This design comes from an exercise in tuning for small area on the open sky130 flow, not from production work.
At most, simulation tests tie the RTL to the original design; equivalence was not proved.
Function not checked in runs 5 and 6: the RTL went through the layout flow alone.
Power is estimated from default activity; no workload was simulated.

==> flow/design.v <==
module ad (
    input  clk,
    input  rst_n,
    input  ad_in,
    output adclk,
    output cs_n,
    output LED1,
    output LED2,
    output LED3,
    output LED4
);
    reg [5:0] l;    
    reg [7:0] h;    
    reg [3:0] w;    
    wire l_end = (l == 6'd39);
    wire t_ok  = w[3] & w[0];
    always @(posedge clk or negedge rst_n)
        if (!rst_n) begin
            l <= 6'd23;
            h <= 8'd97;
            w <= 4'd0;
        end else begin
            l <= l_end ? 6'd0 : l + 6'd1;
            if (l_end)
                h <= (h == 8'd199) ? 8'd0 : h + 8'd1;
            if (!t_ok && h == 8'd135 && l == 6'd37)
                w <= w + 4'd1;
        end
    wire l_lo = (l < 6'd20);
    assign cs_n  = ~((h < 8'd17) || (h == 8'd17 && l_lo));
    assign adclk = ~((h != 8'd0) && (h <= 8'd16) && l_lo);
    wire       samp = (l == 6'd19) && (h < 8'd16);
    wire [3:0] p    = h[3:0];
    wire       b    = ad_in;
    wire       first = (p == 4'd0);
    wire [15:0] K1 = 16'h0860, K2 = 16'h08B0, K3 = 16'h0C0C;
    wire [2:0] c = {K3[4'd15 - p], K2[4'd15 - p], K1[4'd15 - p]};
    reg  [2:0] gt, eq;
    reg        nz;
    wire [2:0] eq_i = eq | {3{first}};
    wire [2:0] gt_i = gt & ~{3{first}};
    always @(posedge clk)
        if (samp) begin
            eq <= eq_i & ~({3{b}} ^ c);
            gt <= gt_i | (eq_i & {3{b}} & ~c);
            nz <= (nz & ~first) | b;
        end
    wire win = (h > 8'd17) || (h == 8'd17 && l >= 6'd21);
    reg       led4;
    reg [1:0] k;
    always @(posedge clk or negedge rst_n)
        if (!rst_n) begin
            led4 <= 1'b1;
            k    <= 2'b00;
        end else if (!t_ok) begin
            led4 <= 1'b1;
            k    <= 2'b00;
        end else if (win) begin
            if (!nz) begin                    
                led4 <= 1'b1;
                k    <= 2'b00;
            end else if (!gt[0])              
                led4 <= 1'b0;
            else begin
                led4 <= 1'b1;
                k    <= {~gt[2], ~gt[1] | gt[2]};
            end
        end
    assign LED1 = (k != 2'b01);
    assign LED2 = (k != 2'b10);
    assign LED3 = (k != 2'b11);
    assign LED4 = led4;
endmodule
module DoublePulse (
    input      clk,
    input      rst_n,
    input      TEM,
    output reg K
);
    reg       s0, s1;
    reg [6:0] cnt;
    reg [1:0] c;
    localparam [6:0] C_99 = 7'd75;
    wire tick = (cnt == C_99);
    always @(posedge clk or negedge rst_n)
        if (!rst_n) begin
            s0  <= 1'b0;
            s1  <= 1'b0;
            cnt <= 7'd0;
            c   <= 2'd0;
            K   <= 1'b0;
        end else begin
            s0 <= TEM;
            s1 <= s0;
            if (s0 != s1 || tick)
                cnt <= 7'd0;
            else
                cnt <= {cnt[5:0], ~(cnt[6] ^ cnt[5])};
            if (c == 2'd3) begin
                c <= 2'd0;
                K <= ~K;
            end else if (s1 != K)
                c <= 2'd0;
            else if (tick)
                c <= c + 2'd1;
        end
endmodule
module err_high_detect (
    input  clk,
    input  rst_n,
    input  err,
    output led
);
    reg       e;     
    reg [2:0] st;
    wire chg  = err ^ e;
    wire full = st[2] & ~st[1];
    always @(posedge clk or negedge rst_n)
        if (!rst_n) begin
            e  <= 1'b1;
            st <= 3'b000;
        end else begin
            e     <= err;
            st[2] <= ~chg & (st[2] | st[1]);
            st[1] <= ~chg & st[0];
            st[0] <= ~chg & ~st[2];
        end
    assign led = ~full | e;
endmodule
module uart_rx (
    input            sys_clk,
    input            sys_rst_n,
    input            rx,
    output reg [7:0] po_data,
    output reg       rx_flag
);
    localparam IDLE = 4'd15;
    localparam [12:0] MASK = 13'b1010101010101;
    localparam [12:0] Q_2083 = 13'd1989, Q_4165 = 13'd6425;
    reg        rx_reg1, rx_reg2, rx_reg3;
    reg        start_nedge;
    reg [12:0] baud_reg;
    reg [3:0]  bit_cnt;
    reg [7:0]  rx_data;
    wire [12:0] q        = baud_reg ^ MASK;
    wire        work_en  = (bit_cnt != IDLE);
    wire        bit_flag = work_en && (q == Q_2083);
    wire        load     = !work_en || (q == Q_4165);
    wire [12:0] q_next   = load ? 13'd0 : {q[11:0], ~(q[12] ^ q[11])};
    always @(posedge sys_clk)
        baud_reg <= q_next ^ MASK;
    always @(posedge sys_clk or negedge sys_rst_n)
        if (!sys_rst_n) begin
            rx_reg1     <= 1'b1;
            rx_reg2     <= 1'b1;
            rx_reg3     <= 1'b1;
            start_nedge <= 1'b0;
            bit_cnt     <= IDLE;
            rx_flag     <= 1'b0;
        end else begin
            rx_reg1     <= rx;
            rx_reg2     <= rx_reg1;
            rx_reg3     <= rx_reg2;
            start_nedge <= ~rx_reg2 & rx_reg3;
            if (bit_flag && bit_cnt == 4'd8)
                bit_cnt <= start_nedge ? 4'd0 : IDLE;
            else if (bit_flag)
                bit_cnt <= bit_cnt + 4'd1;
            else if (start_nedge && !work_en)
                bit_cnt <= 4'd0;
            rx_flag <= bit_flag && bit_cnt == 4'd8;
        end
    always @(posedge sys_clk)
        if (bit_flag && bit_cnt != 4'd0)
            rx_data <= {rx_reg3, rx_data[7:1]};
    always @(posedge sys_clk)
        if (rx_flag)
            po_data <= rx_data;
endmodule
module uart_tx (
    input        sys_clk,
    input        sys_rst_n,
    input  [7:0] pi_data,
    input        rx_flag,
    output reg   tx
);
    localparam IDLE = 4'd15, CHAIN = 4'd10;
    localparam [12:0] MASK = 13'b1010101010101;
    localparam [12:0] Q_M1 = 13'h1000, Q_4165 = 13'd6425;
    reg [12:0] baud_reg;
    reg [3:0]  bit_cnt;
    wire [12:0] q        = baud_reg ^ MASK;
    wire        work_en  = (bit_cnt != IDLE);
    wire        q_lo     = (q[12:2] == 11'd0);
    wire        q_1      = q_lo & ~q[1] & q[0];           
    wire        bit_flag = work_en & q_lo & q[1] & q[0];  
    wire        stop     = bit_flag && bit_cnt == 4'd9;
    wire        start    = rx_flag && (!work_en || stop);
    wire        load     = !work_en || (q == Q_4165);
    wire [12:0] q_next   = start ? Q_M1 :
                           load  ? 13'd0 : {q[11:0], ~(q[12] ^ q[11])};
    always @(posedge sys_clk)
        baud_reg <= q_next ^ MASK;
    always @(posedge sys_clk or negedge sys_rst_n)
        if (!sys_rst_n) begin
            bit_cnt <= IDLE;
            tx      <= 1'b1;
        end else begin
            if (start)
                bit_cnt <= 4'd0;
            else if (rx_flag && bit_cnt == 4'd9 && q_1)
                bit_cnt <= CHAIN;
            else if (stop)
                bit_cnt <= IDLE;
            else if (bit_flag && bit_cnt == CHAIN)
                bit_cnt <= 4'd0;
            else if (bit_flag)
                bit_cnt <= bit_cnt + 4'd1;
            if (bit_flag)
                case (bit_cnt)
                    4'd0:            tx <= 1'b0;
                    4'd9, CHAIN:     tx <= 1'b1;
                    default:         tx <= pi_data[bit_cnt[2:0] - 3'd1];
                endcase
        end
endmodule
module rs232 (
    input  sys_clk,
    input  sys_rst_n,
    input  rx,
    output tx
);
    wire [7:0] po_data;
    wire       rx_flag;
    uart_rx uart_rx_inst (
        .sys_clk   (sys_clk),
        .sys_rst_n (sys_rst_n),
        .rx        (rx),
        .po_data   (po_data),
        .rx_flag   (rx_flag)
    );
    uart_tx uart_tx_inst (
        .sys_clk   (sys_clk),
        .sys_rst_n (sys_rst_n),
        .pi_data   (po_data),
        .rx_flag   (rx_flag),
        .tx        (tx)
    );
endmodule
module UNIT_FINAL(
    input        clk,
    input        sys_rst_n,
    input        ad_in,
    output       adclk,
    input        TEM,
    input        rx,
    input  [3:0] ERR,
    output       tx,
    output       cs_n,
    output       K_1,
    output       K_2,
    output       K_3,
    output       K_4,
    output       LED1,
    output       LED2,
    output       LED3,
    output       LED4,
    output       LED5,
    output       LED7,
    output       LED8,
    output       LED9,
    output       LED10
);
    ad ad (
        .clk   (clk),
        .rst_n (sys_rst_n),
        .ad_in (ad_in),
        .adclk (adclk),
        .cs_n  (cs_n),
        .LED1  (LED1),
        .LED2  (LED2),
        .LED3  (LED3),
        .LED4  (LED4)
    );
    assign LED5 = 1'b1;
    wire k;
    DoublePulse DoublePulse1 (
        .clk   (clk),
        .rst_n (sys_rst_n),
        .TEM   (TEM),
        .K     (k)
    );
    assign K_1 = k;
    assign K_2 = k;
    assign K_3 = k;
    assign K_4 = k;
    err_high_detect err1 (.clk(clk), .rst_n(sys_rst_n), .err(ERR[0]), .led(LED10));
    err_high_detect err2 (.clk(clk), .rst_n(sys_rst_n), .err(ERR[1]), .led(LED9));
    err_high_detect err3 (.clk(clk), .rst_n(sys_rst_n), .err(ERR[2]), .led(LED8));
    err_high_detect err4 (.clk(clk), .rst_n(sys_rst_n), .err(ERR[3]), .led(LED7));
    rs232 rs232 (
        .sys_clk   (clk),
        .sys_rst_n (sys_rst_n),
        .rx        (rx),
        .tx        (tx)
    );
endmodule
==> flow/flow/run.sh <==
#!/bin/bash
# Layout flow: the standard synthesis; then ABC maps the combinational
# logic again for area, keeping every register cell as the synthesis made it;
# then the standard layout, with a clock tree built without dummy loads.
# Each tool writes its full output to a log file in this folder.
set -euo pipefail
W=$(pwd)
RES=$W/orfs/results/$FLOW_PLATFORM/UNIT_FINAL/base
LIB=$FLOW_HOME/platforms/$FLOW_PLATFORM/lib/sky130_fd_sc_hd__tt_025C_1v80.lib
YOSYS=$FLOW_HOME/../tools/install/yosys/bin/yosys
[[ -x $YOSYS ]] || YOSYS=yosys

# 1. standard synthesis
bash standard.sh "$RES/1_2_yosys.v" > synth.log 2>&1
cp "$RES/1_2_yosys.v" "$W/synth_standard.v"

# 2. area re-mapping of the logic between the registers
cat > "$W/remap.ys" <<EOS
read_liberty -ignore_miss_func $LIB
read_verilog $W/synth_standard.v
hierarchy -top $FLOW_TOP
setattr -mod -set keep_hierarchy 1 sky130_fd_sc_hd__df* sky130_fd_sc_hd__edf* sky130_fd_sc_hd__sdf* sky130_fd_sc_hd__sedf* sky130_fd_sc_hd__dl* sky130_fd_sc_hd__conb*
flatten
opt_clean -purge
abc -liberty $LIB -dont_use sky130_fd_sc_hd__probe_p_8 -dont_use sky130_fd_sc_hd__probec_p_8 -dont_use sky130_fd_sc_hd__lpflow_bleeder_1 -dont_use sky130_fd_sc_hd__lpflow_clkbufkapwr_1 -dont_use sky130_fd_sc_hd__lpflow_clkbufkapwr_16 -dont_use sky130_fd_sc_hd__lpflow_clkbufkapwr_2 -dont_use sky130_fd_sc_hd__lpflow_clkbufkapwr_4 -dont_use sky130_fd_sc_hd__lpflow_clkbufkapwr_8 -dont_use sky130_fd_sc_hd__lpflow_clkinvkapwr_1 -dont_use sky130_fd_sc_hd__lpflow_clkinvkapwr_16 -dont_use sky130_fd_sc_hd__lpflow_clkinvkapwr_2 -dont_use sky130_fd_sc_hd__lpflow_clkinvkapwr_4 -dont_use sky130_fd_sc_hd__lpflow_clkinvkapwr_8 -dont_use sky130_fd_sc_hd__lpflow_decapkapwr_12 -dont_use sky130_fd_sc_hd__lpflow_decapkapwr_3 -dont_use sky130_fd_sc_hd__lpflow_decapkapwr_4 -dont_use sky130_fd_sc_hd__lpflow_decapkapwr_6 -dont_use sky130_fd_sc_hd__lpflow_decapkapwr_8 -dont_use sky130_fd_sc_hd__lpflow_inputiso0n_1 -dont_use sky130_fd_sc_hd__lpflow_inputiso0p_1 -dont_use sky130_fd_sc_hd__lpflow_inputiso1n_1 -dont_use sky130_fd_sc_hd__lpflow_inputiso1p_1 -dont_use sky130_fd_sc_hd__lpflow_inputisolatch_1 -dont_use sky130_fd_sc_hd__lpflow_isobufsrc_1 -dont_use sky130_fd_sc_hd__lpflow_isobufsrc_16 -dont_use sky130_fd_sc_hd__lpflow_isobufsrc_2 -dont_use sky130_fd_sc_hd__lpflow_isobufsrc_4 -dont_use sky130_fd_sc_hd__lpflow_isobufsrc_8 -dont_use sky130_fd_sc_hd__lpflow_isobufsrckapwr_16 -dont_use sky130_fd_sc_hd__lpflow_lsbuf_lh_hl_isowell_tap_1 -dont_use sky130_fd_sc_hd__lpflow_lsbuf_lh_hl_isowell_tap_2 -dont_use sky130_fd_sc_hd__lpflow_lsbuf_lh_hl_isowell_tap_4 -dont_use sky130_fd_sc_hd__lpflow_lsbuf_lh_isowell_4 -dont_use sky130_fd_sc_hd__lpflow_lsbuf_lh_isowell_tap_1 -dont_use sky130_fd_sc_hd__lpflow_lsbuf_lh_isowell_tap_2 -dont_use sky130_fd_sc_hd__lpflow_lsbuf_lh_isowell_tap_4 -dont_use sky130_fd_sc_hd__fill_1 -dont_use sky130_fd_sc_hd__fill_2 -dont_use sky130_fd_sc_hd__fill_4 -dont_use sky130_fd_sc_hd__fill_8  -script +strash;ifraig;dc2;dch,-f;amap;topo;dnsize;strash;dch,-f;amap;topo;dnsize
opt_clean -purge
stat -liberty $LIB
select $FLOW_TOP
write_verilog -selected -noattr -nohex -nodec $W/synth_remapped.v
EOS
$YOSYS -s "$W/remap.ys" > remap.log 2>&1
cp "$W/synth_remapped.v" "$RES/1_2_yosys.v"
touch "$RES/1_2_yosys.v"

# 3. standard layout, clock tree without dummy loads
export CTS_ARGS="-sink_clustering_enable -repair_clock_nets -dont_use_dummy_load -buf_list sky130_fd_sc_hd__clkbuf_8"
bash standard.sh > layout.log 2>&1
==> flow/standard.sh <==
#!/bin/bash
# synth_recipe.tcl (not shown) runs the flow's synth.tcl, then flattens the netlist and writes it again
# the make line also repeats each setting of config.mk as NAME=value (left out here)
make -C /OpenROAD-flow-scripts/flow DESIGN_CONFIG=/design/flow/config.mk WORK_HOME=/design/flow/orfs CLKGATE_MAP_FILE= SYNTH_SCRIPT=/design/flow/synth_recipe.tcl "${@:-finish}"
==> flow/config.mk <==
export PLATFORM = sky130hd
export DESIGN_NAME = UNIT_FINAL
export DESIGN_NICKNAME = UNIT_FINAL
export VERILOG_FILES = /design/flow/design.v
export SDC_FILE = /design/flow/constraint.sdc
export NUM_CORES = 4
export LEC_CHECK = 0
export CAP_MARGIN = 20
export CORE_MARGIN = 2
export CORE_UTILIZATION = 40
export SLEW_MARGIN = 20
==> flow/constraint.sdc <==
create_clock -name core_clock -period 25.0 [get_ports {clk}]
set_input_delay 5.0000 -clock core_clock [delete_from_list [all_inputs] [get_ports {clk}]]
set_output_delay 5.0000 -clock core_clock [all_outputs]
set_load 0.01 [all_outputs]
==> results of run 1 <==
cell type report:
class	count	area, sq um	share of cell area, %
sequential	112	2818	57.42
multi-input combinational	267	1333	27.15
timing repair buffer	24	232.7	4.742
inverter	60	225.2	4.589
tap	140	175.2	3.570
clock buffer	9	123.9	2.524
critical path: cells and delay by family (launching register included):
kind | cells | cell delay [ns]
AO/OA/AOI/OAI | 1 | 0.20
buffers and inverters | 4 | 0.99
AND/OR/NAND/NOR | 3 | 0.53
flip-flops | 1 | 0.42
cells in the final DEF, fill, tap and decap left out, types with 2 or more instances in the layout:
cell type        count
dfxtp_1             26
a222oi_1             2
o32ai_1              5
a31oi_1              3
dfstp_2             24
o21bai_1             2
nand4_1              4
a211oi_1             8
o22ai_1              4
clkbuf_8             9
nor2b_1             15
nand3_1              7
nand2_1             40
clkdlybuf4s50_1     22
edfxtp_1            23
o21a_1               7
a221oi_1             2
o21ai_0             16
nor3_1              15
dfrtp_1             39
nor4_1               4
clkinv_1            60
or2_0                4
a21oi_1             19
nor2_1              95
metrics by stage:
step	total power, mW	hold WS [ns]	cell area, sq um
4_1_cts	0.2867	0.3613	4907
2_1_floorplan	0.1967	0.3452	4375
6_report	0.2808	0.3595	4907
5_1_grt	0.2934	0.3668	4907
3_3_place_gp	0.2016	0.3469	4783
3_5_place_dp	0.2019	0.3487	4783
power groups by stage:
stage / registers (mW) / clock network, mW / logic, mW
finish: 0.190 / 0.0829 / 0.00805
global route: 0.190 / 0.0937 / 0.00935
CTS: 0.190 / 0.0884 / 0.00838
detailed placement: 0.194 / 0 / 0.00838
global placement: 0.194 / 0 / 0.00814
floorplan: 0.193 / 0 / 0.00352
worst max path at each step:
| stage | from | to | slack [ns] | cells past startpoint |
|---|---|---|---|---|
| 4_1_cts | ad.h[1]$_DFFE_PN0P_ | adclk | 17.50 | 8 |
| 2_1_floorplan | ad.h[1]$_DFFE_PN0P_ | adclk | 18.58 | 7 |
| 5_1_grt | ad.h[1]$_DFFE_PN0P_ | adclk | 17.32 | 8 |
| 3_3_place_gp | ad.h[1]$_DFFE_PN0P_ | adclk | 17.99 | 8 |
| 6_report | ad.h[1]$_DFFE_PN0P_ | adclk | 17.52 | 8 |
| 3_5_place_dp | ad.h[1]$_DFFE_PN0P_ | adclk | 17.89 | 8 |
layer usage:
layer | vias to the layer above | part of all wire [%] | track usage, %
met5 | - | 0 | 0
met4 | 0 | 1.6 | 6.319
met3 | 11 | 2.4 | 3.074
met2 | 34 | 48 | 21.56
met1 | 1426 | 48 | 16.85
li1 | 1545 | - | -
==> run notes, run 1 <==
Global route
The total overflow reported by the global router is 0. Global routing consumed, over all layers together, a little over an eighth of the routing resources. The first global-routing pass estimated 12470 microns of wire. The via count of the first global-routing pass was 2916. The number of antenna violations at the first check in global routing is 0.

The maximum number of pins on one net before global-route repair is 64.

Final layout
The finished layout holds 612 standard cells, fillers aside. The share of final-layout standard cells stronger than drive strength 1 is 7.415%. The count of inserted antenna diode cells is 0.

The final net count is 483. The layout has 1047 filler cells. Once layout is complete, the utilization of the core stands at 45.67%. Relative to the synthesized area, the layout overhead comes to 12.15%.

Clocking
The number of clock buffers added by TritonCTS is 9. The count of clock tree sinks is ~110. The clock transition time at the flip-flop clock pins of the worst setup and hold paths is 0.08 ns. Hold repair after CTS inserted 0 buffers. The insertion delay to the later sink of the worst-skew pair is 0.36 ns.

Gates resized during post-CTS repair numbered 0. Post-CTS timing repair inserted 0 buffers for setup. Counting along the longest clock path gives a buffer depth of 2. CTS built an H-tree with a depth of 3. TritonCTS built the clock tree.

The cell at the root of the clock tree is clkbuf_8.

STA
Adding up every negative setup slack in the final design gives 0 ns. The final count of hold timing violations is 0. The achievable clock frequency is roughly 0.13 GHz. In this run the tightest slew margin relative to its limit is between 20% and 30%.

The minimum clock period is 7.483 ns. At the pin with the least slew margin, the transition time is 1.068 ns. The count of final setup violators is 0. Setup repair after global routing left no endpoint under its margin. The worst clock skew is ~0.016 ns. The final-report max-slew violation count was 0. After layout, the worst path uses 29.93% of the clock period. The least setup slack across all paths after layout is 17.52 ns.

Pwr
Net switching is between 20% and 30% of the power. The total leakage power is 1.897 nW. The clock group share of total power is 29.5%. Sequential cells burn 67.6% of the power.

Summed over all nets, the switching power comes to 0.05667 mW. The share of total power dissipated in combinational logic is between 2 and 3%. In this run the power density over the cells is 57.22 nW/um^2.

VDD sags by at most 0.02262 mV. The internal power contribution is 0.2241 mW.

Placed design
The worst slack after detailed placement is roughly 18 ns. Including well taps, the total number of placed cells is approximately 600. Summed over all nets, the half-perimeter wirelength after detailed placement is 5144 microns.

The congestion estimate from routability-driven global placement came to around 0.85. During placement, the flow inserted port buffers numbering 23.

Critical path
The worst register-to-register path begins at ad.l[1]$_DFF_PN1_. The signal on the critical path passes through clkinv_1 -> nand2_1 -> nor2_1 -> clkinv_1 -> nor2_1 -> clkinv_1 -> o211ai_1 -> clkdlybuf4s50_1. The worst setup path is of the reg2out kind. The nature of the critical path endpoint is an output pin. The path depth of the worst reg2reg path is 15.

The worst setup path is launched from a flip-flop. Along the worst path, the maximum fanout reaches 6. Data on the critical path is required at its endpoint by approximately 20 ns. The arrival time reported for the critical path endpoint is 2.48 ns.

Among the stages of the critical path, the cell type that occurs most often is clkinv_1. The library cell contributing the largest single delay on the critical path is clkdlybuf4s50_1. The endpoint identified for the worst register-to-register timing path is ad.h[7]$_DFFE_PN0P_.

The reg2reg setup slack is 22.14 ns. The largest single stage delay on the critical path is 0.57 ns.

Floorplanning
The y dimension of the die is 108.6 microns. After floorplanning, the core was divided into 38 placement rows. The die area is 11790 sq um. The die width is around 110 microns. In this run the count of I/O pins placed on the die edge is 25. For this configuration, the core starts out at a cell density of 40.72%. The core area is 10750 sq um.

Detailed routing
The routed wire length is 7114 microns. Using the TritonRoute via totals, the vias-per-cell ratio works out to 4.928. The number of iterations in the first detailed-routing pass is 4. The routed layout has 3016 vias. For this block, the initial DRC count from the detailed router was 183. The count of nets left with antenna violations once routing finished came out at 0. After detailed routing, the number of remaining DRC violations is 0.

The per-cell routed wire length is between 10 and 15 microns.

Logic synthesis
The post-synthesis instance area is 4375 sq um. The number of nets in the synthesized netlist is 448. The post-synthesis instance total is 439.

The mean instance size in the synthesized netlist is 9.967 sq um. The yosys synthesis warning count is 5.

Hold path
The hold-critical path endpoint is rs232.uart_rx_inst.rx_reg2$_DFF_PN1_. The worst hold path begins at rs232.uart_rx_inst.rx_reg1$_DFF_PN1_. The worst hold path stage count is 0.

The class of the worst hold path is reg2reg.

Run
The tool flagged a number of max-cap violations equal to 0.

Outcome
The flow ran to the end and the layout has no timing, DRC or antenna violations.
==> inputs of run 2 (changes only) <==
--- a/flow/flow/run.sh
+++ b/flow/flow/run.sh
@@ -35,2 +35,3 @@
 # 3. standard layout, clock tree without dummy loads
+export BUFFER_PORTS_ARGS="-buffer_cell sky130_fd_sc_hd__buf_1"
 export CTS_ARGS="-sink_clustering_enable -repair_clock_nets -dont_use_dummy_load -buf_list sky130_fd_sc_hd__clkbuf_8"
==> run notes, run 2 <==
Clocking
The number of hold buffers added after CTS was 0. The total CTS buffers is 9. Clock tree synthesis selected as its root buffer the cell clkbuf_8. Post-CTS timing repair inserted 0 buffers for setup. After clock tree synthesis, the clock-pin slew on the worst setup and hold paths is 0.09 ns. The total number of H-tree levels is 3. Clock latency on the worst-skew pair, taken at its later pin, is 0.36 ns. The longest clock path from root to sink contains 2 buffers. Clock tree synthesis found a total of 112 sinks. TritonCTS built the clock tree. The total of cells resized after clock tree synthesis is 0.

Placed design
The number of placed instances, taps included is 603. The half-perimeter wire length of the detailed placement result is a little over 5000 microns. In this run the cell area measured after placement is around 4600 sq um. Before CTS, the worst setup slack after placement is approximately 18 ns. The placer congestion estimate is about 0.82.

The total of buffers placed on input and output ports is 23.

Critical path
The kind of start point of the critical path is a flip-flop. Along the worst path, the maximum fanout reaches 6. The path depth of the worst reg2reg path is 15. By startpoint and endpoint, the worst setup path is classified as reg2out. The worst register-to-register path begins at ad.l[0]$_DFF_PN1_.

The nature of the critical path endpoint is an output pin. The reg2reg setup slack is about 22 ns. The most critical setup path has its endpoint at adclk. The reg-to-reg endpoint is ad.h[7]$_DFFE_PN0P_. Data on the critical path arrives at its endpoint at 2.09 ns. In this run the worst setup path begins at ad.h[1]$_DFFE_PN0P_. For the worst setup path, the data required time is 20.00 ns.

Final layout
Leaving out fill and tap cells, the most frequent cell in the layout is nor2_1. Of the cells placed in the final design, the portion with a size suffix greater than 1 is 7.415%. With fillers left out, the area of the finished cells amounts to approximately 4800 sq um. The final net count is 483. The number of standard cells in the final layout excluding fillers is 612. The repair_antennas step left the layout with diodes totalling 0. The top cell types in the final layout, fill and taps aside, are nor2_1 (95), clkinv_1 (60), nand2_1 (40). The relative area change from synthesis to final layout is 9.008%.

STA
The sum of negative setup slack is 0 ns. The final count of hold timing violations came to 0. The count of final setup violators is 0. Timing would allow up to ~0.14 GHz.

The remaining max-slew budget at the tightest pin is 32.22%. The share of the clock period used by the worst path is 28.37%. Final hold analysis gives a worst-case slack of around 0.36 ns. The worst path in the final design needs a cycle of 7.092 ns, including I/O delays and setup.

Setup repair after global routing left no endpoint under its margin. The final-report max-slew violation count came to 0. Between clock sinks in the finished design, the worst skew comes to 0.03347 ns. Setup slack on the critical path of the routed design comes to 17.91 ns. The transition at the pin with the smallest max-transition slack is 1.015 ns.

Floorplanning
The initial utilization of the core area, before any placement, comes to 40.72%. The number of top-level pins is 25. The y dimension of the die is 108.6 microns. Measured along the x axis, the die boundary spans 108.6 microns.

Row generation in the floorplan step produced 38 rows. The floorplan step defined a core boundary enclosing 10750 sq um. The die covers approximately 12000 sq um.

Detailed routing
The total number of vias is between 2000 and 3000. The via density per instance is 4.899. For this block, the routed nets add up to 7002 microns of wire. Once detail routing completed, the nets flagged for antenna violations numbered 0. The number of DRC violations after detailed routing is 0. After detailed routing, the average wire length per cell comes to ~11 microns. The pre-antenna-repair detailed-routing pass consisted of 5 iterations. The first routing iteration left 183 violations.

Pwr
The total leakage power is 1.837 nW. The peak supply drop is 0.02286 mV. Power spread over the standard cell area amounts to 58.65 nW/um^2.

Global route
The total overflow left after global routing is 0. The via count of the first global-routing pass is 2922. The number of antenna violations at the first check in global routing is 0. The maximum number of pins on one net before global-route repair is 64.

The total routing resource utilization after global routing is 13.47%. The first global-routing pass estimated between 10000 and 15000 microns of wire.

Logic synthesis
After technology mapping, the gate count stands at 439. The mean instance size in the synthesized netlist is between 9 and 10 sq um. The Yosys step of the flow raised 5 warnings.

Synthesis produced a netlist with a net count of 448. The cell area that synthesis handed to floorplanning was 4375 sq um.

Run
Max-cap violations in this run came to 0.

Hold path
The class of the worst hold path is reg2reg.

Outcome
The flow ran to the end and the layout has no timing, DRC or antenna violations.
==> run 2: worst min path at each step <==
stage	start	end	slack, ns	cells past startpoint
4_1_cts	rs232.uart_rx_inst.rx_reg1$_DFF_PN1_	rs232.uart_rx_inst.rx_reg2$_DFF_PN1_	0.36	0
3_3_place_gp	rs232.uart_rx_inst.rx_reg1$_DFF_PN1_	rs232.uart_rx_inst.rx_reg2$_DFF_PN1_	0.35	0
2_1_floorplan	rs232.uart_rx_inst.rx_reg1$_DFF_PN1_	rs232.uart_rx_inst.rx_reg2$_DFF_PN1_	0.35	0
5_1_grt	rs232.uart_rx_inst.rx_reg1$_DFF_PN1_	rs232.uart_rx_inst.rx_reg2$_DFF_PN1_	0.37	0
3_5_place_dp	rs232.uart_rx_inst.rx_reg1$_DFF_PN1_	rs232.uart_rx_inst.rx_reg2$_DFF_PN1_	0.35	0
6_report	rs232.uart_rx_inst.rx_reg1$_DFF_PN1_	rs232.uart_rx_inst.rx_reg2$_DFF_PN1_	0.36	0
==> run 2: power breakdown <==
| group | internal, mW | switching, mW | leakage (nW) |
|---|---|---|---|
| Sequential | 0.188 | 0.00140 | 1.19 |
| Clock | 0.0325 | 0.0505 | 0.0647 |
| Combinational | 0.00218 | 0.00474 | 0.582 |
==> run 2: through the flow <==
| stage | utilization [%] | total power [mW] |
|---|---|---|
| after floorplan | - | 0.1967 |
| after global placement | 43.23 | 0.2005 |
| after detailed placement | 43.23 | 0.2007 |
| after CTS | 44.39 | 0.2844 |
| after global routing | 44.39 | 0.2924 |
| final | 44.39 | 0.2797 |
==> run 2: cell type report <==
class	instances	area (sq um)
well taps	140	175.2
flip-flops and latches	112	2818
repair buffers	24	95.09
clock buffers	9	123.9
multi-input cells	267	1333
inverters	60	225.2
fillers	1060	5976
==> run 2: routing by layer <==
metal  share of wire (%)  track usage (%)
met1                  49            17.70
met2                  47            21.79
met3                 2.0            2.110
met4                 1.7            6.502
met5                   0                0
==> run 2: worst max-delay path, cell delays in order (launching register included) <==
cell	delay, ns
dfrtp_1	0.42
clkinv_1	0.09
nand2_1	0.07
nor2_1	0.14
clkinv_1	0.14
nor2_1	0.32
clkinv_1	0.22
o211ai_1	0.21
buf_1	0.17
==> inputs of run 3 (changes only) <==
--- a/flow/flow/run.sh
+++ b/flow/flow/run.sh
@@ -35,4 +35,3 @@
 # 3. standard layout, clock tree without dummy loads
-export BUFFER_PORTS_ARGS="-buffer_cell sky130_fd_sc_hd__buf_1"
-export CTS_ARGS="-sink_clustering_enable -repair_clock_nets -dont_use_dummy_load -buf_list sky130_fd_sc_hd__clkbuf_8"
+export CTS_ARGS="-sink_clustering_enable -repair_clock_nets -dont_use_dummy_load -root_buf sky130_fd_sc_hd__clkbuf_16 -buf_list sky130_fd_sc_hd__clkbuf_8"
 bash standard.sh > layout.log 2>&1
==> run notes, run 3 <==
STA
For the final routed database, the setup TNS stands at 0 ns. The remaining max-slew budget at the tightest pin is 28.46%. The minimum clock period is 7.459 ns. The count of final setup violators is 0.

The share of the clock period used by the worst path is between 20% and 30%. The worst clock skew is 0.009405 ns. Setup repair after global routing left no endpoint under its margin. The final count of hold timing violations came to 0. The worst hold slack is 0.3572 ns. Timing would allow up to about 0.13 GHz. After layout, the worst setup slack is about 18 ns. The final-report max-slew violation count is 0. The transition at the pin with the smallest max-transition slack is 1.071 ns.

Clocking
The tree is rooted in a clkbuf_16. The clock drives 112 sinks. The number of hold buffers added after CTS is 0.

The clock tree buffer depth is 2. The later pin in the worst-skew pair is clocked with a latency of around 0.34 ns. TritonCTS built the clock tree. The total CTS buffers is 9. The total of cells resized after clock tree synthesis is 0. The number of buffers added for setup after CTS is 0. The total number of H-tree levels is 3. The clock transition time at the flip-flop clock pins of the worst setup and hold paths is about 0.060 ns.

Floorplanning
The starting density of the core is 40.72%. The floorplan step defined a die boundary enclosing 11790 sq um. The core area is approximately 11000 sq um. From left edge to right edge, the die measures 108.6 microns. The row count is 38. The y dimension of the die is 108.6 microns. During I/O placement, the number of pins put on the boundary was 25.

Critical path
Of all nets on the critical path, the largest fanout is 6. The number of buffer and inverter instances along the worst setup path is 4. By startpoint and endpoint, the worst setup path is classified as reg2out. STA classifies the critical path startpoint as a flip-flop. The arrival time reported for the critical path endpoint is between 2 and 2.5 ns.

The library cell contributing the largest single delay on the critical path is clkdlybuf4s50_1. Walking the worst path, the cells encountered are clkinv_1 -> nand2_1 -> nor2_1 -> clkinv_1 -> nor2_1 -> clkinv_1 -> o211ai_1 -> clkdlybuf4s50_1. The most common cell type on the critical path is clkinv_1.

Among cell families on the critical path, the largest total delay comes from buffers and inverters. The reg2reg setup slack is 22.14 ns. The delay of the slowest cell on the worst path is 0.57 ns. The nature of the critical path endpoint is an output pin. Data on the critical path is required at its endpoint by 20.00 ns.

Final layout
From synthesis to final layout, the design area changed by 14.47%. The register area is ~2800 sq um. The most common cell after layout, fill and taps aside is nor2_1. The final net count is 483.

The share of final-layout standard cells stronger than drive strength 1 is between 7 and 8%. In the layout the commonest cells are nor2_1 (95), clkinv_1 (60), nand2_1 (40). The fill cell instance count of the final layout is 1030.

0 antenna diodes ended up in the layout. The count of cells in the finished layout, fillers not included, comes to 612. Summing all multi-input logic gate instances after layout gives 1333 sq um.

Detailed routing
After detailed routing, the average wire length per cell comes to 11.69 microns. The detailed router finished its first iteration with 206 violations. The number of iterations in the first detailed-routing pass is 5. After detailed routing, the number of remaining DRC violations is 0.

The via density per instance is approximately 4.9. The total number of vias is about 3000. The routed wire length is 7153 microns. Once detail routing completed, the nets flagged for antenna violations numbered 0.

Placed design
The half-perimeter wire length of the detailed placement result is 5144 microns. Routability-driven placement finished with a final weighted congestion of between 0.8 and 0.9. The total of buffers placed on input and output ports is 23. In this run, placement finished with an instance count of around 600. At the placement stage, the worst setup path has a slack of between 15 and 20 ns.

Outcome
The flow ran to the end and the layout has no timing, DRC or antenna violations.

Pwr
The power per standard cell area is between 60 and 70 nW/um^2. The peak supply drop is 0.03966 mV. The analysis attributes to cell leakage a power of 1.944 nW. Power comes to ~0.32 mW.

Global route
The maximum number of pins on one net before global-route repair is 64. The global-route wire length before repair is 12550 microns. Summed over all layers, the global routing overflow is 0.

The total routing resource utilization after global routing is 13.46%. The via count of the first global-routing pass came to slightly below 3000. The number of antenna violations at the first check in global routing came to 0.

Logic synthesis
The post-synthesis instance area is 4375 sq um. The mean instance size in the synthesized netlist is 9.967 sq um. The post-synthesis instance total is 439. The yosys synthesis warning count is 5. The net count of the mapped netlist is 448.

Hold path
The path class of the tightest hold or removal check is reg2reg.

Run
The tool flagged a number of max-cap violations equal to 0.
run 3: layout make-up:
class	count	share of cell area, %
clock buffers	9	4.497
inverters	60	4.497
multi-input cells	267	26.61
flip-flops and latches	112	56.26
well taps	140	3.497
repair buffers	24	4.647
run 3: metal layers:
metal	GRT usage (%)	up-vias	routed length, microns
met4	6.136	0	161
met5	0	-	0
met2	22.05	33	3344
li1	-	1552	-
met3	3.436	14	196
met1	16.72	1415	3451
run 3: per-stage QoR:
stage / util [%] / cell area, sq um
after floorplan: - / 4375
after global placement: 44.52 / 4783
after detailed placement: 44.52 / 4783
after CTS: 46.61 / 5009
after global routing: 46.61 / 5009
final: 46.61 / 5009
run 3: path summary, 6_finish.rpt:
| kind | from | end | cells after the start |
|---|---|---|---|
| worst max-delay path | ad.h[1]$_DFFE_PN0P_ | adclk | 8 |
| worst min-delay path | rs232.uart_rx_inst.rx_reg1$_DFF_PN1_ | rs232.uart_rx_inst.rx_reg2$_DFF_PN1_ | 0 |
| worst min register to register | rs232.uart_rx_inst.rx_reg1$_DFF_PN1_ | rs232.uart_rx_inst.rx_reg2$_DFF_PN1_ | 0 |
| min in group asynchronous | sys_rst_n | err3.st[0]$_DFF_PN0_ | 2 |
| worst max register to register | ad.l[1]$_DFF_PN1_ | ad.h[7]$_DFFE_PN0P_ | 15 |
| max in group asynchronous | sys_rst_n | ad.w[1]$_DFFE_PN0P_ | 2 |
run 3: where the power goes:
part	internal [mW]	switching [mW]
combinational	0.00323	0.00484
sequential	0.189	0.00146
clock	0.0636	0.0542
==> inputs of run 4 (changes only) <==
--- a/flow/flow/run.sh
+++ b/flow/flow/run.sh
@@ -35,3 +35,3 @@
 # 3. standard layout, clock tree without dummy loads
-export CTS_ARGS="-sink_clustering_enable -repair_clock_nets -dont_use_dummy_load -root_buf sky130_fd_sc_hd__clkbuf_16 -buf_list sky130_fd_sc_hd__clkbuf_8"
+export CTS_ARGS="-sink_clustering_enable -repair_clock_nets -dont_use_dummy_load -root_buf sky130_fd_sc_hd__clkbuf_8 -buf_list sky130_fd_sc_hd__clkbuf_4"
 bash standard.sh > layout.log 2>&1
==> run notes, run 4 <==
Outcome
The run finished with no timing, DRC or antenna violations.

Pwr
The switching power total is 0.05667 mW. The share of total power dissipated in combinational logic is 2.9%. The part of the power in registers is 67.6%. The fraction of power spent switching nets is 20.18%. The peak supply drop is 0.02262 mV. Dividing total power by cell area gives a power density of 57.22 nW/um^2. The internal power contribution is 0.2241 mW. Summed over all cells, the static leakage comes to 1.897 nW.

Power comes to 0.2808 mW. The clock network accounts for ~30% of the total power.

Floorplanning
The die width is 108.6 microns. The row count is 38. The floorplan step set the die height to 108.6 microns. The number of top-level pins is 25.

The floorplan step defined a core boundary enclosing ~11000 sq um. The starting density of the core is a little over 40%. The die area is roughly 12000 sq um.

Clocking
The total of cells resized after clock tree synthesis is 0. The number of hold buffers added after CTS was 0. For this design, the sink count on the clock tree is approximately 110. Clock-pin slew was measured on the worst setup and hold paths at approximately 0.080 ns. The H-tree was split into 3 levels.

TritonCTS built the clock tree. The clock tree buffer depth is 2. The number of buffers added for setup after CTS is 0.

The insertion delay to the later sink of the worst-skew pair is 0.36 ns. The cell sitting at the root of the clock tree is a clkbuf_8. Clock tree synthesis inserted a total of 9 buffers.

Final layout
The final net count is 483. In the final layout, the multi-input gates occupy roughly 1300 sq um. The register area is 2818 sq um. The final core utilization is a little under half.

Counting the fill cells in the layout gives 1047. Of the cells placed in the final design, the portion with a size suffix greater than 1 is 7.415%. The most common cell after layout, fill and taps aside is nor2_1. The library cells used most frequently in the layout, excluding fill and tap cells, are nor2_1 (95), clkinv_1 (60), nand2_1 (40).

The count of inserted antenna diode cells is 0. The relative area change from synthesis to final layout is 12.15%.

Placed design
The half-perimeter wire length of the detailed placement result is between 5000 and 6000 microns. OpenSTA, run right after detailed placement, puts the worst setup slack at 17.89 ns. At the end of routability-driven placement, the weighted congestion stood at 0.8457. In this run the tool buffered the top-level ports with 23 buffer cells.

Logic synthesis
The average instance in the mapped netlist occupies 9.967 sq um. The yosys synthesis warning count is 5. Synthesis handed over a netlist of 439 instances.

The post-synthesis instance area is 4375 sq um. The net count of the mapped netlist is 448.

Run
Across the run, the number of max-cap violations was 0.

Critical path
For the worst setup path, the data required time is 20.00 ns. The worst setup path is captured at an output pin. STA classifies the critical path startpoint as a flip-flop. The peak fanout along the critical path is 6. The reg-to-reg endpoint is ad.h[7]$_DFFE_PN0P_. In this run the critical register-to-register path is launched from ad.l[1]$_DFF_PN1_. The arrival time reported for the critical path endpoint is 2.48 ns. The critical path is of the reg2out type. Measured in cells, the most critical reg-to-reg path has a length of 15. The reg2reg setup slack is roughly 22 ns.

STA
Measured against its own limit, the worst slew margin works out to between 20 and 30%. Setup violations remaining at the end of the flow were counted as 0. For the pin with the worst max-slew slack, the measured transition is 1.068 ns. Summed over all failing endpoints, the final setup total negative slack is 0 ns. The worst hold slack is about 0.36 ns.

Setup repair after global routing left no endpoint under its margin. Based on the critical path, the design can be clocked at up to 0.1336 GHz. The least setup slack across all paths after layout is ~18 ns.

The final count of hold timing violations came to 0. The minimum clock period is 7.483 ns. Clock skew on the completed layout was measured at 0.01627 ns.

The final-report max-slew violation count is 0. The share of the clock period used by the worst path is 29.93%.

Hold path
The path class of the tightest hold or removal check is reg2reg. The startpoint identified for the worst hold timing path is rs232.uart_rx_inst.rx_reg1$_DFF_PN1_. The worst hold path terminates at rs232.uart_rx_inst.rx_reg2$_DFF_PN1_. The worst hold path stage count is 0.

Detailed routing
In the final routed layout, each cell accounts on average for 11.62 microns. Summing over every cut layer, the via total after detailed routing is 3016. The number of DRC violations after detailed routing is 0. The pre-antenna-repair detailed-routing pass consisted of 4 iterations.

The number of DRC markers in iteration 0 is 183. The routed wire length is 7114 microns. The final antenna-violating net count is 0. The via density per instance is approximately 4.9.

Global route
Entering global routing, the biggest net connects 64 pins. The number of antenna violations at the first check in global routing is 0. Global routing finished with a remaining overflow of 0.

The via count of the first global-routing pass came to 2916. The global-route wire length before repair is 12470 microns. The total routing resource utilization after global routing is 13.31%.
[run 4: worst max-delay path: stages (launching register included)]
cell,delay [ns]
dfrtp_1,0.42
clkinv_1,0.08
nand2_1,0.07
nor2_1,0.14
clkinv_1,0.14
nor2_1,0.32
clkinv_1,0.20
o211ai_1,0.20
clkdlybuf4s50_1,0.57
[run 4: worst max path at each step]
| stage | cells past startpoint | startpoint | slack, ns | endpoint |
|---|---|---|---|---|
| 6_report | 8 | ad.h[1]$_DFFE_PN0P_ | 17.52 | adclk |
| 2_1_floorplan | 7 | ad.h[1]$_DFFE_PN0P_ | 18.58 | adclk |
| 3_5_place_dp | 8 | ad.h[1]$_DFFE_PN0P_ | 17.89 | adclk |
| 4_1_cts | 8 | ad.h[1]$_DFFE_PN0P_ | 17.50 | adclk |
| 3_3_place_gp | 8 | ad.h[1]$_DFFE_PN0P_ | 17.99 | adclk |
| 5_1_grt | 8 | ad.h[1]$_DFFE_PN0P_ | 17.32 | adclk |
[run 4: power by group through the flow]
stage | registers (mW) | clock network [mW] | logic [mW]
after floorplan | 0.193 | 0 | 0.00352
after global placement | 0.194 | 0 | 0.00814
after detailed placement | 0.194 | 0 | 0.00838
after CTS | 0.190 | 0.0884 | 0.00838
after global routing | 0.190 | 0.0937 | 0.00935
final | 0.190 | 0.0829 | 0.00805
[run 4: cell type report]
class	count	share of cell area, %
flip-flops and latches	112	57.42
inverters	60	4.589
repair buffers	24	4.742
clock buffers	9	2.524
multi-input cells	267	27.15
well taps	140	3.570
[run 4: through the flow]
stage,area [sq um],std cells
floorplan,4375,439
global placement,4783,603
detailed placement,4783,603
CTS,4907,612
global route,4907,612
finish,4907,612
[run 4: per-layer routing]
layer,GRT usage [%],share of wire [%]
met5,0,0
met4,6.319,1.6
met3,3.074,2.4
met2,21.56,48
met1,16.85,48
==> inputs of run 5 (changes only) <==
--- a/flow/design.v
+++ b/flow/design.v
@@ -31,18 +31,36 @@
     assign adclk = ~((h != 8'd0) && (h <= 8'd16) && l_lo);
+    localparam Z = 3'b000, E86 = 3'b001, E8B = 3'b010, EC0 = 3'b011;
+    localparam C4 = 3'b100, C1 = 3'b101, C2 = 3'b110, C3 = 3'b111;
+    reg  [2:0] s;
     wire       samp = (l == 6'd19) && (h < 8'd16);
     wire [3:0] p    = h[3:0];
+    wire [2:0] sp   = (p == 4'd0) ? Z : s;
     wire       b    = ad_in;
-    wire       first = (p == 4'd0);
-    wire [15:0] K1 = 16'h0860, K2 = 16'h08B0, K3 = 16'h0C0C;
-    wire [2:0] c = {K3[4'd15 - p], K2[4'd15 - p], K1[4'd15 - p]};
-    reg  [2:0] gt, eq;
-    reg        nz;
-    wire [2:0] eq_i = eq | {3{first}};
-    wire [2:0] gt_i = gt & ~{3{first}};
+    wire [15:0] K860 = 16'h0860, K8B0 = 16'h08B0, KC0C = 16'h0C0C;
+    wire c860 = K860[4'd15 - p];
+    wire c8B0 = K8B0[4'd15 - p];
+    wire cC0C = KC0C[4'd15 - p];
+    reg [2:0] sn;
+    always @(*) begin
+        sn = sp;
+        case (sp)
+            Z:   if (b) sn = (p < 4'd4) ? C4 : (p == 4'd4) ? E86 : C1;
+            E86: if (p <= 4'd8) begin
+                     if (p == 4'd5)      sn = b ? EC0 : E86;
+                     else if (p == 4'd8) sn = b ? E8B : E86;
+                     else if (b)         sn = C3;
+                 end else begin
+                     if (b & ~c860)      sn = C2;
+                     else if (~b & c860) sn = C1;
+                 end
+            E8B: if (b & ~c8B0)      sn = C3;
+                 else if (~b & c8B0) sn = C2;
+            EC0: if (b & ~cC0C)      sn = C4;
+                 else if (~b & cC0C) sn = C3;
+            default: sn = sp;
+        endcase
+    end
     always @(posedge clk)
-        if (samp) begin
-            eq <= eq_i & ~({3{b}} ^ c);
-            gt <= gt_i | (eq_i & {3{b}} & ~c);
-            nz <= (nz & ~first) | b;
-        end
+        if (samp)
+            s <= sn;
     wire win = (h > 8'd17) || (h == 8'd17 && l >= 6'd21);
@@ -58,11 +76,13 @@
         end else if (win) begin
-            if (!nz) begin                    
-                led4 <= 1'b1;
-                k    <= 2'b00;
-            end else if (!gt[0])              
-                led4 <= 1'b0;
-            else begin
-                led4 <= 1'b1;
-                k    <= {~gt[2], ~gt[1] | gt[2]};
-            end
+            case (s[1:0])
+                2'b00: begin                  
+                    led4 <= 1'b1;
+                    k    <= {1'b0, s[2]};
+                end
+                2'b01: led4 <= 1'b0;           
+                default: begin                
+                    led4 <= 1'b1;
+                    k    <= {1'b1, ~s[0]};
+                end
+            endcase
         end
==> flow/flow/run.sh (replaced) <==
#!/bin/bash
# Layout flow: the standard synthesis; then ABC maps the combinational
# logic again for area (several scripts, the smallest result is kept), with
# every register cell kept as the synthesis made it; then the standard
# layout, with single-drive port buffers and a clock tree built without dummy
# loads. Each tool writes its full output to a log file in this folder.
set -euo pipefail
W=$(pwd)
RES=$W/orfs/results/$FLOW_PLATFORM/UNIT_FINAL/base
LIB=$FLOW_HOME/platforms/$FLOW_PLATFORM/lib/sky130_fd_sc_hd__tt_025C_1v80.lib
YOSYS=$FLOW_HOME/../tools/install/yosys/bin/yosys
[[ -x $YOSYS ]] || YOSYS=yosys

# 1. standard synthesis
bash standard.sh "$RES/1_2_yosys.v" > synth.log 2>&1
cp "$RES/1_2_yosys.v" "$W/synth_standard.v"

# 2. area re-mapping of the logic between the registers
SCRIPTS=(
  "+&get,-n;&st;&dc2;&dch,-f;&nf,-R,1000;&put;strash;&get,-n;&dch,-f;&nf,-R,1000;&put;topo;dnsize"
  "+&get,-n;&st;&dch,-f;&nf,-R,1000;&put;topo;dnsize"
  "+&get,-n;&st;&dc2;&dch,-f;&nf,-R,1000;&put;strash;&get,-n;&dc2;&dch,-f;&nf,-R,1000;&put;strash;&get,-n;&dch,-f;&nf,-R,1000;&put;topo;dnsize"
  "+strash;ifraig;dc2;dch,-f;amap;topo;dnsize;strash;dch,-f;amap;topo;dnsize"
)
best=""; best_area=""
for i in "${!SCRIPTS[@]}"; do
  cat > "$W/remap$i.ys" <<EOS
read_liberty -ignore_miss_func $LIB
read_verilog $W/synth_standard.v
hierarchy -top $FLOW_TOP
setattr -mod -set keep_hierarchy 1 sky130_fd_sc_hd__df* sky130_fd_sc_hd__edf* sky130_fd_sc_hd__sdf* sky130_fd_sc_hd__sedf* sky130_fd_sc_hd__dl* sky130_fd_sc_hd__conb*
flatten
opt_clean -purge
abc -liberty $LIB -dont_use sky130_fd_sc_hd__probe_p_8 -dont_use sky130_fd_sc_hd__probec_p_8 -dont_use sky130_fd_sc_hd__lpflow_bleeder_1 -dont_use sky130_fd_sc_hd__lpflow_clkbufkapwr_1 -dont_use sky130_fd_sc_hd__lpflow_clkbufkapwr_16 -dont_use sky130_fd_sc_hd__lpflow_clkbufkapwr_2 -dont_use sky130_fd_sc_hd__lpflow_clkbufkapwr_4 -dont_use sky130_fd_sc_hd__lpflow_clkbufkapwr_8 -dont_use sky130_fd_sc_hd__lpflow_clkinvkapwr_1 -dont_use sky130_fd_sc_hd__lpflow_clkinvkapwr_16 -dont_use sky130_fd_sc_hd__lpflow_clkinvkapwr_2 -dont_use sky130_fd_sc_hd__lpflow_clkinvkapwr_4 -dont_use sky130_fd_sc_hd__lpflow_clkinvkapwr_8 -dont_use sky130_fd_sc_hd__lpflow_decapkapwr_12 -dont_use sky130_fd_sc_hd__lpflow_decapkapwr_3 -dont_use sky130_fd_sc_hd__lpflow_decapkapwr_4 -dont_use sky130_fd_sc_hd__lpflow_decapkapwr_6 -dont_use sky130_fd_sc_hd__lpflow_decapkapwr_8 -dont_use sky130_fd_sc_hd__lpflow_inputiso0n_1 -dont_use sky130_fd_sc_hd__lpflow_inputiso0p_1 -dont_use sky130_fd_sc_hd__lpflow_inputiso1n_1 -dont_use sky130_fd_sc_hd__lpflow_inputiso1p_1 -dont_use sky130_fd_sc_hd__lpflow_inputisolatch_1 -dont_use sky130_fd_sc_hd__lpflow_isobufsrc_1 -dont_use sky130_fd_sc_hd__lpflow_isobufsrc_16 -dont_use sky130_fd_sc_hd__lpflow_isobufsrc_2 -dont_use sky130_fd_sc_hd__lpflow_isobufsrc_4 -dont_use sky130_fd_sc_hd__lpflow_isobufsrc_8 -dont_use sky130_fd_sc_hd__lpflow_isobufsrckapwr_16 -dont_use sky130_fd_sc_hd__lpflow_lsbuf_lh_hl_isowell_tap_1 -dont_use sky130_fd_sc_hd__lpflow_lsbuf_lh_hl_isowell_tap_2 -dont_use sky130_fd_sc_hd__lpflow_lsbuf_lh_hl_isowell_tap_4 -dont_use sky130_fd_sc_hd__lpflow_lsbuf_lh_isowell_4 -dont_use sky130_fd_sc_hd__lpflow_lsbuf_lh_isowell_tap_1 -dont_use sky130_fd_sc_hd__lpflow_lsbuf_lh_isowell_tap_2 -dont_use sky130_fd_sc_hd__lpflow_lsbuf_lh_isowell_tap_4 -dont_use sky130_fd_sc_hd__fill_1 -dont_use sky130_fd_sc_hd__fill_2 -dont_use sky130_fd_sc_hd__fill_4 -dont_use sky130_fd_sc_hd__fill_8  -script ${SCRIPTS[$i]}
opt_clean -purge
tee -o $W/remap$i.stat stat -liberty $LIB
select $FLOW_TOP
write_verilog -selected -noattr -nohex -nodec $W/synth_remap$i.v
EOS
  if $YOSYS -s "$W/remap$i.ys" > "remap$i.log" 2>&1; then
    a=$(grep -m1 "Chip area for module '.$FLOW_TOP'" "$W/remap$i.stat" | awk '{print $NF}')
    echo "script $i: area $a" >> remap_choice.log
    if [[ -n "$a" ]] && { [[ -z "$best_area" ]] || awk -v a="$a" -v b="$best_area" 'BEGIN{exit !(a < b)}'; }; then
      best=$i; best_area=$a
    fi
  fi
done
echo "chosen: script $best, area $best_area" >> remap_choice.log
cp "$W/synth_remap$best.v" "$RES/1_2_yosys.v"
touch "$RES/1_2_yosys.v"

# 3. standard layout
export BUFFER_PORTS_ARGS="-buffer_cell sky130_fd_sc_hd__buf_1"
export CTS_ARGS="-sink_clustering_enable -repair_clock_nets -dont_use_dummy_load -buf_list sky130_fd_sc_hd__clkbuf_8"
bash standard.sh > layout.log 2>&1
==> run notes, run 5 <==
Pwr
The fraction of power spent switching nets is between 20% and 30%. Sequential cells account for 67.6% of the total power. The combinational share of power is 2.4%.

The clock group share of total power is 29.9%. The peak supply drop is 0.04215 mV. The internal power contribution is 0.2156 mW. The total leakage power is 1.736 nW.

In this run the power spent charging and discharging nets is 0.05416 mW. The power per standard cell area is just under 60 nW/um^2.

Final layout
The top cell types in the final layout, fill and taps aside, are nor2_1 (92), clkinv_1 (46), nand2_1 (43). After the last flow step, the layout net total stands at 465. The library cell used most frequently in the layout, excluding fill and tap cells, is nor2_1. The finished layout holds around 600 standard cells, fillers aside. The share of final-layout standard cells stronger than drive strength 1 is 7.709%.

The count of inserted antenna diode cells is 0. Compared with the post-synthesis result, the final layout area differs by 9.226%. Once layout is complete, the utilization of the core stands at 44.83%.

Floorplanning
Row generation in the floorplan step produced 37 rows. The initial utilization of the core area, before any placement, comes to 41.04%. 25 I/O pins were placed. From left edge to right edge, the die measures approximately 110 microns. The floorplan step defined a core boundary enclosing 10280 sq um. The y dimension of the die is 106.7 microns. The die area is 11380 sq um.

Clocking
Hold repair after CTS inserted 0 buffers. The total number of H-tree levels is 3. The root buffer cell chosen for the clock tree is clkbuf_8. After clock tree synthesis, the clock-pin slew on the worst setup and hold paths is 0.09 ns. The number of buffers added for setup after CTS is 0. Counting along the longest clock path gives a buffer depth of 2. In this run, post-CTS repair resized a total of 0 instances. The TritonCTS clock tree is yes. The insertion delay to the later sink of the worst-skew pair is 0.36 ns. The count of clock tree sinks is roughly 110.

Buffers inserted during clock tree synthesis total 9.

Critical path
STA classifies the critical path startpoint as a flip-flop. The number of buffers and inverters on the critical path is 2. Traced cell by cell, the critical path runs through clkinv_1 -> nand2_1 -> nor2_1 -> nand2_1 -> a2111oi_0 -> a31oi_1 -> buf_1. The arrival time reported for the critical path endpoint is 2.20 ns. The nature of the critical path endpoint is an output pin. By instance count, the cell type seen most on the critical path is nand2_1. The slowest stage of the critical path belongs to the cell a2111oi_0. For this run, the slowest stage of the critical path takes 0.64 ns.

The data required time of the worst path is 20.00 ns. Of all nets on the critical path, the largest fanout is 6. The cell family contributing the most delay on the critical path is compound AO/OA/AOI/OAI gates. The critical path is of the reg2out type.

STA
The remaining max-slew budget at the tightest pin is approximately 46%. In the finished design, the share of the clock period the worst path needs comes to 28.78%. The achievable clock frequency is between 0.1 and 0.15 GHz. Setup violations remaining at the end of the flow were counted as 0. The final count of hold timing violations was 0. The worst clock skew is ~0.023 ns. The worst hold slack is 0.3398 ns. Setup repair after global routing left no endpoint under its margin. The final-report max-slew violation count is 0. The minimum clock period is 7.196 ns. For the pin with the worst max-slew slack, the measured transition is about 0.81 ns. The sum of negative setup slack is 0 ns.

Run
Max-cap violations in this run came to 0.

Logic synthesis
Synthesis produced a netlist with a net count of 430. After technology mapping, the gate count stands at 421. The post-synthesis instance area is 4218 sq um.

The mean instance size in the synthesized netlist is 10.02 sq um. The yosys synthesis warning count is 5.

Global route
The first global-routing pass estimated 12410 microns of wire. The total routing resource utilization after global routing is between 10% and 20%. The number of antenna violations at the first check in global routing is 0. The maximum number of pins on one net before global-route repair is 64.

Global routing finished with a remaining overflow of 0. The via count of the first global-routing pass was between 2000 and 3000.

Placed design
The half-perimeter wire length of the detailed placement result is 5001 microns. After detailed placement, the design holds a cell count of around 580. The placer congestion estimate is 0.8574. The total of buffers placed on input and output ports is 23.

Detailed routing
The number of iterations in the first detailed-routing pass is 5. The number of DRC markers in iteration 0 is 103. The per-cell routed wire length is 11.65 microns. The routed wire length is 6875 microns. Dividing the detail-routed via count by the number of cells gives about 5.

The total number of vias is just under 3000. The final antenna-violating net count is 0. The number of DRC violations after detailed routing is 0.

Hold path
The tightest min-delay check is of the reg2reg type.

Outcome
The run finished with no timing, DRC or antenna violations.
-- run 5: power groups by stage --
stage / sequential (mW) / combinational [mW] / clock, mW
finish: 0.182 / 0.00651 / 0.0808
global route: 0.183 / 0.00787 / 0.0927
CTS: 0.183 / 0.00689 / 0.0866
detailed placement: 0.186 / 0.00687 / 0
global placement: 0.186 / 0.00668 / 0
floorplan: 0.186 / 0.00327 / 0
-- run 5: final timing paths --
| kind | start | endpoint | slack, ns | cells past startpoint |
|---|---|---|---|---|
| setup reg to reg | ad.l[1]$_DFF_PN1_ | ad.h[7]$_DFFE_PN0P_ | 22.07 | 12 |
| max in group asynchronous | sys_rst_n | ad.l[3]$_DFF_PN0_ | 19.69 | 2 |
| min in group asynchronous | sys_rst_n | ad.w[0]$_DFFE_PN0P_ | 4.81 | 2 |
| hold reg to reg | rs232.uart_rx_inst.rx_reg1$_DFF_PN1_ | rs232.uart_rx_inst.rx_reg2$_DFF_PN1_ | 0.34 | 0 |
| setup / recovery | ad.h[1]$_DFFE_PN0P_ | cs_n | 17.80 | 7 |
| hold / removal | rs232.uart_rx_inst.rx_reg1$_DFF_PN1_ | rs232.uart_rx_inst.rx_reg2$_DFF_PN1_ | 0.34 | 0 |
-- run 5: per-layer routing --
| metal | wire length (microns) | GRT usage [%] | vias to the layer above |
|---|---|---|---|
| li1 | - | - | 1504 |
| met1 | 3328 | 16.95 | 1392 |
| met2 | 3196 | 22.43 | 46 |
| met3 | 249 | 4.012 | 10 |
| met4 | 101 | 4.731 | 0 |
| met5 | 0 | 0 | - |
-- run 5: stage by stage --
stage | setup slack (ns) | area [sq um] | power [mW]
after floorplan | 18.59 | 4218 | 0.1890
after global placement | 18.35 | 4483 | 0.1927
after detailed placement | 18.24 | 4483 | 0.1929
after CTS | 17.82 | 4607 | 0.2760
after global routing | 17.53 | 4607 | 0.2835
final | 17.80 | 4607 | 0.2698
-- run 5: final cells by class --
class	count	area (sq um)
clock buffers	9	123.9
fillers	979	5670
inverters	46	172.7
multi-input cells	267	1348
flip-flops and latches	108	2698
well taps	136	170.2
repair buffers	24	95.09
==> inputs of run 6 (changes only) <==
--- a/flow/design.v
+++ b/flow/design.v
@@ -153,3 +153,5 @@
     input            rx,
-    output reg [7:0] po_data,
+    output reg [7:0] rx_data,
+    output reg       drop,
+    output     [3:0] shifted,
     output reg       rx_flag
@@ -163,3 +165,2 @@
     reg [3:0]  bit_cnt;
-    reg [7:0]  rx_data;
     wire [12:0] q        = baud_reg ^ MASK;
@@ -194,6 +195,5 @@
         if (bit_flag && bit_cnt != 4'd0)
-            rx_data <= {rx_reg3, rx_data[7:1]};
-    always @(posedge sys_clk)
-        if (rx_flag)
-            po_data <= rx_data;
+            {rx_data, drop} <= {rx_reg3, rx_data};
+    assign shifted = rx_flag ? 4'd8 :
+                     (bit_cnt >= 4'd2 && bit_cnt <= 4'd8) ? bit_cnt - 4'd1 : 4'd0;
 endmodule
@@ -202,3 +202,5 @@
     input        sys_rst_n,
-    input  [7:0] pi_data,
+    input  [7:0] rx_data,
+    input        drop,
+    input  [3:0] shifted,
     input        rx_flag,
@@ -211,2 +213,4 @@
     reg [3:0]  bit_cnt;
+    wire [8:0]  bits     = {rx_data, drop};
+    wire [3:0]  sel      = bit_cnt - shifted;
     wire [12:0] q        = baud_reg ^ MASK;
@@ -242,3 +246,3 @@
                     4'd9, CHAIN:     tx <= 1'b1;
-                    default:         tx <= pi_data[bit_cnt[2:0] - 3'd1];
+                    default:         tx <= bits[sel];
                 endcase
@@ -252,3 +256,5 @@
 );
-    wire [7:0] po_data;
+    wire [7:0] rx_data;
+    wire       drop;
+    wire [3:0] shifted;
     wire       rx_flag;
@@ -258,3 +264,5 @@
         .rx        (rx),
-        .po_data   (po_data),
+        .rx_data   (rx_data),
+        .drop      (drop),
+        .shifted   (shifted),
         .rx_flag   (rx_flag)
@@ -264,3 +272,5 @@
         .sys_rst_n (sys_rst_n),
-        .pi_data   (po_data),
+        .rx_data   (rx_data),
+        .drop      (drop),
+        .shifted   (shifted),
         .rx_flag   (rx_flag),
==> run notes, run 6 <==
Final layout
The number of standard cells in the final layout excluding fillers is 620. In the layout the commonest cells are nor2_1 (108), clkinv_1 (53), nand2_1 (40). From synthesis to final layout, the design area changed by 9.350%. The count of inserted antenna diode cells is 0. After the last flow step, the layout net total stands at 495. The final core utilization is 44.48%. Of the cells placed in the final design, the portion with a size suffix greater than 1 is about 7.2%. The most common cell after layout, fill and taps aside is nor2_1.

STA
Adding up every negative setup slack in the final design gives 0 ns. The final count of hold timing violations is 0. On the final layout, the worst clock skew is 0.04436 ns. The count of final setup violators is 0. The transition at the pin with the smallest max-transition slack is 0.9246 ns. The final critical path takes up 27.24% of the cycle. The least setup slack across all paths after layout is 18.19 ns. Setup repair after global routing left no endpoint under its margin. The remaining max-slew budget at the tightest pin is 38.07%. Based on the critical path, the design can be clocked at up to 0.1469 GHz.

The final-report max-slew violation count came to 0. The minimum clock period is 6.810 ns.

Floorplanning
The region available for standard cell placement spans approximately 10000 sq um. The die area is 11240 sq um. The floorplan step set the die height to 106 microns. The initialized floorplan defines 37 standard-cell rows. The starting density of the core is 40.68%. The die width is 106 microns. The number of top-level pins is 25.

Global route
After global routing the overflow that remains totals 0. The number of antenna violations at the first check in global routing is 0. The total routing resource utilization after global routing is between 10 and 15%. The maximum number of pins on one net before global-route repair is 64. The via count of the first global-routing pass was 3020. The global-route wire length before repair is around 13000 microns.

Pwr
The clock network burns 31.0% of the power. The fraction of power spent switching nets is roughly 21%. The internal power contribution is 0.2030 mW. The combinational share of power is 2.6%. Dividing total power by cell area gives a power density of 56.26 nW/um^2. The analysis attributes to cell leakage a power of 1.809 nW. Sequential cells account for 66.4% of the total power. The switching power total is 0.05298 mW. The peak supply drop is between 0.02 and 0.03 mV.

Run
Max-cap violations in this run came to 0.

Clocking
The TritonCTS clock tree is yes. For the worst-skew pair, the clock arrives at the later sink with an insertion delay of 0.37 ns. The total of cells resized after clock tree synthesis is 0. Post-CTS timing repair inserted 0 buffers for setup.

Buffers inserted during clock tree synthesis total 9. Clock-pin slew was measured on the worst setup and hold paths at around 0.11 ns. After clock tree synthesis, the flow added hold-fix buffers numbering 0. The cell at the root of the clock tree is clkbuf_8.

The count of clock tree sinks is 101. The clock passes through at most 2 buffers. The total number of H-tree levels is 3.

Detailed routing
The number of DRC markers in iteration 0 is 145. In the routed design, unresolved DRC markers number 0. Wires add up to roughly 7000 microns. Dividing the detail-routed via count by the number of cells gives 5.034.

The number of iterations in the first detailed-routing pass is 4. For this block, the via count after detailed routing is 3121. The final antenna-violating net count is 0. The per-cell routed wire length is 11.64 microns.

Outcome
The run finished with no timing, DRC or antenna violations.

Critical path
The kind of start point of the critical path is a flip-flop. Of all nets on the critical path, the largest fanout is 5. The reg2reg setup slack is 22.24 ns.

The arrival time reported for the critical path endpoint is 1.81 ns. The worst reg2reg path startpoint is rs232.uart_rx_inst.bit_cnt[2]$_DFFE_PN1P_. STA classifies the critical path endpoint as an output pin.

The path type of the worst setup path is reg2out. The launching element of the worst setup path is ad.h[1]$_DFFE_PN0P_. The data required time of the worst path is ~20 ns.

Placed design
The count of buffers added on input and output ports is 23. The worst slack after detailed placement is 18.58 ns. The HPWL after detailed placement is 5316 microns. Routability-driven placement finished with a final weighted congestion of 0.9070. The number of placed instances, taps included is 611.

Logic synthesis
The synthesized netlist occupies a cell area of 4161 sq um. After technology mapping, the gate count stands at 451. The number of nets handed over by synthesis was 460. The yosys synthesis warning count is 5.

The mean instance size in the synthesized netlist is 9.227 sq um.

Hold path
The worst hold path begins at rs232.uart_rx_inst.rx_reg1$_DFF_PN1_. The class of the worst hold path is reg2reg.
[run 6: power groups by stage]
stage	Clock, mW	Combinational (mW)	Sequential [mW]
global route	0.0897	0.00804	0.170
finish	0.0793	0.00675	0.170
CTS	0.0832	0.00704	0.170
detailed placement	0	0.00708	0.173
floorplan	0	0.00344	0.173
global placement	0	0.00683	0.173
[run 6: area by class of cell]
type | count | area, sq um
fillers | 986 | 5680
multi-input cells | 297 | 1475
clock buffers | 9 | 123.9
well taps | 136 | 170.2
inverters | 53 | 198.9
flip-flops and latches | 101 | 2487
repair buffers | 24 | 95.09
[run 6: layer usage]
| metal | wire length (microns) | global-route usage [%] | up-vias |
|---|---|---|---|
| li1 | - | - | 1611 |
| met1 | 3517 | 18.92 | 1467 |
| met2 | 3414 | 22.95 | 36 |
| met3 | 200 | 4.476 | 7 |
| met4 | 83 | 3.759 | 0 |
| met5 | 0 | 0 | - |
[run 6: worst max-delay path, cell delays in order (launching register included)]
cell       delay [ns]
dfrtp_1          0.43
nor2_1           0.21
clkinv_1         0.14
nor2_1           0.18
nand2_1          0.11
o2111ai_1        0.22
buf_1            0.17
[run 6: per-stage QoR]
| stage | hold slack [ns] | power, mW | instance area, sq um |
|---|---|---|---|
| 2_1_floorplan | 0.3452 | 0.1763 | 4161 |
| 3_3_place_gp | 0.3494 | 0.1800 | 4427 |
| 3_5_place_dp | 0.3496 | 0.1803 | 4427 |
| 4_1_cts | 0.3672 | 0.2603 | 4551 |
| 5_1_grt | 0.3712 | 0.2681 | 4551 |
| 6_report | 0.3641 | 0.2560 | 4551 |
[run 6: final timing paths]
check,end,cells after the start
worst max register to register,rs232.uart_tx_inst.tx$_DFFE_PN1P_,12
worst min-delay path,rs232.uart_rx_inst.rx_reg2$_DFF_PN1_,0
max in group asynchronous,rs232.uart_rx_inst.rx_flag$_DFF_PN0_,2
worst min register to register,rs232.uart_rx_inst.rx_reg2$_DFF_PN1_,0
worst max-delay path,adclk,6
min in group asynchronous,err2.st[2]$_DFF_PN0_,2

what the ideal ports hide:
No port has a modelled driver above. Below, the same layouts with a new extraction and two added sets of constraints.
Step 1 assumes that a clkbuf_16 drives the clock port and a buf_2 every other input.
Step 2, shift: input delay + t, output delay - t, t = (earliest + latest rising clock arrival at the registers) / 2. This alone moves slack from input paths to output paths.
a / b / c = ideal ports / drivers / drivers and shift; a / b = the first two.
| run | t, ns | setup WS [ns] | worst register clock-pin slew, ns | worst data-port slew with drivers (ns) |
|---|---|---|---|---|
| run 1 | 0.378 | 17.517 / 17.489 / 17.867 | 0.09 / 0.09 | 0.03 |
| run 2 | 0.376 | 17.908 / 17.879 / 18.255 | 0.11 / 0.11 | 0.03 |
| run 3 | 0.365 | 17.541 / 17.507 / 17.872 | 0.07 / 0.07 | 0.03 |
| run 4 | 0.378 | 17.517 / 17.489 / 17.867 | 0.09 / 0.09 | 0.03 |
| run 5 | 0.381 | 17.804 / 17.770 / 18.150 | 0.09 / 0.09 | 0.03 |
| run 6 | 0.378 | 18.190 / 18.158 / 18.536 | 0.11 / 0.11 | 0.03 |
After both steps every run listed still meets setup and hold.
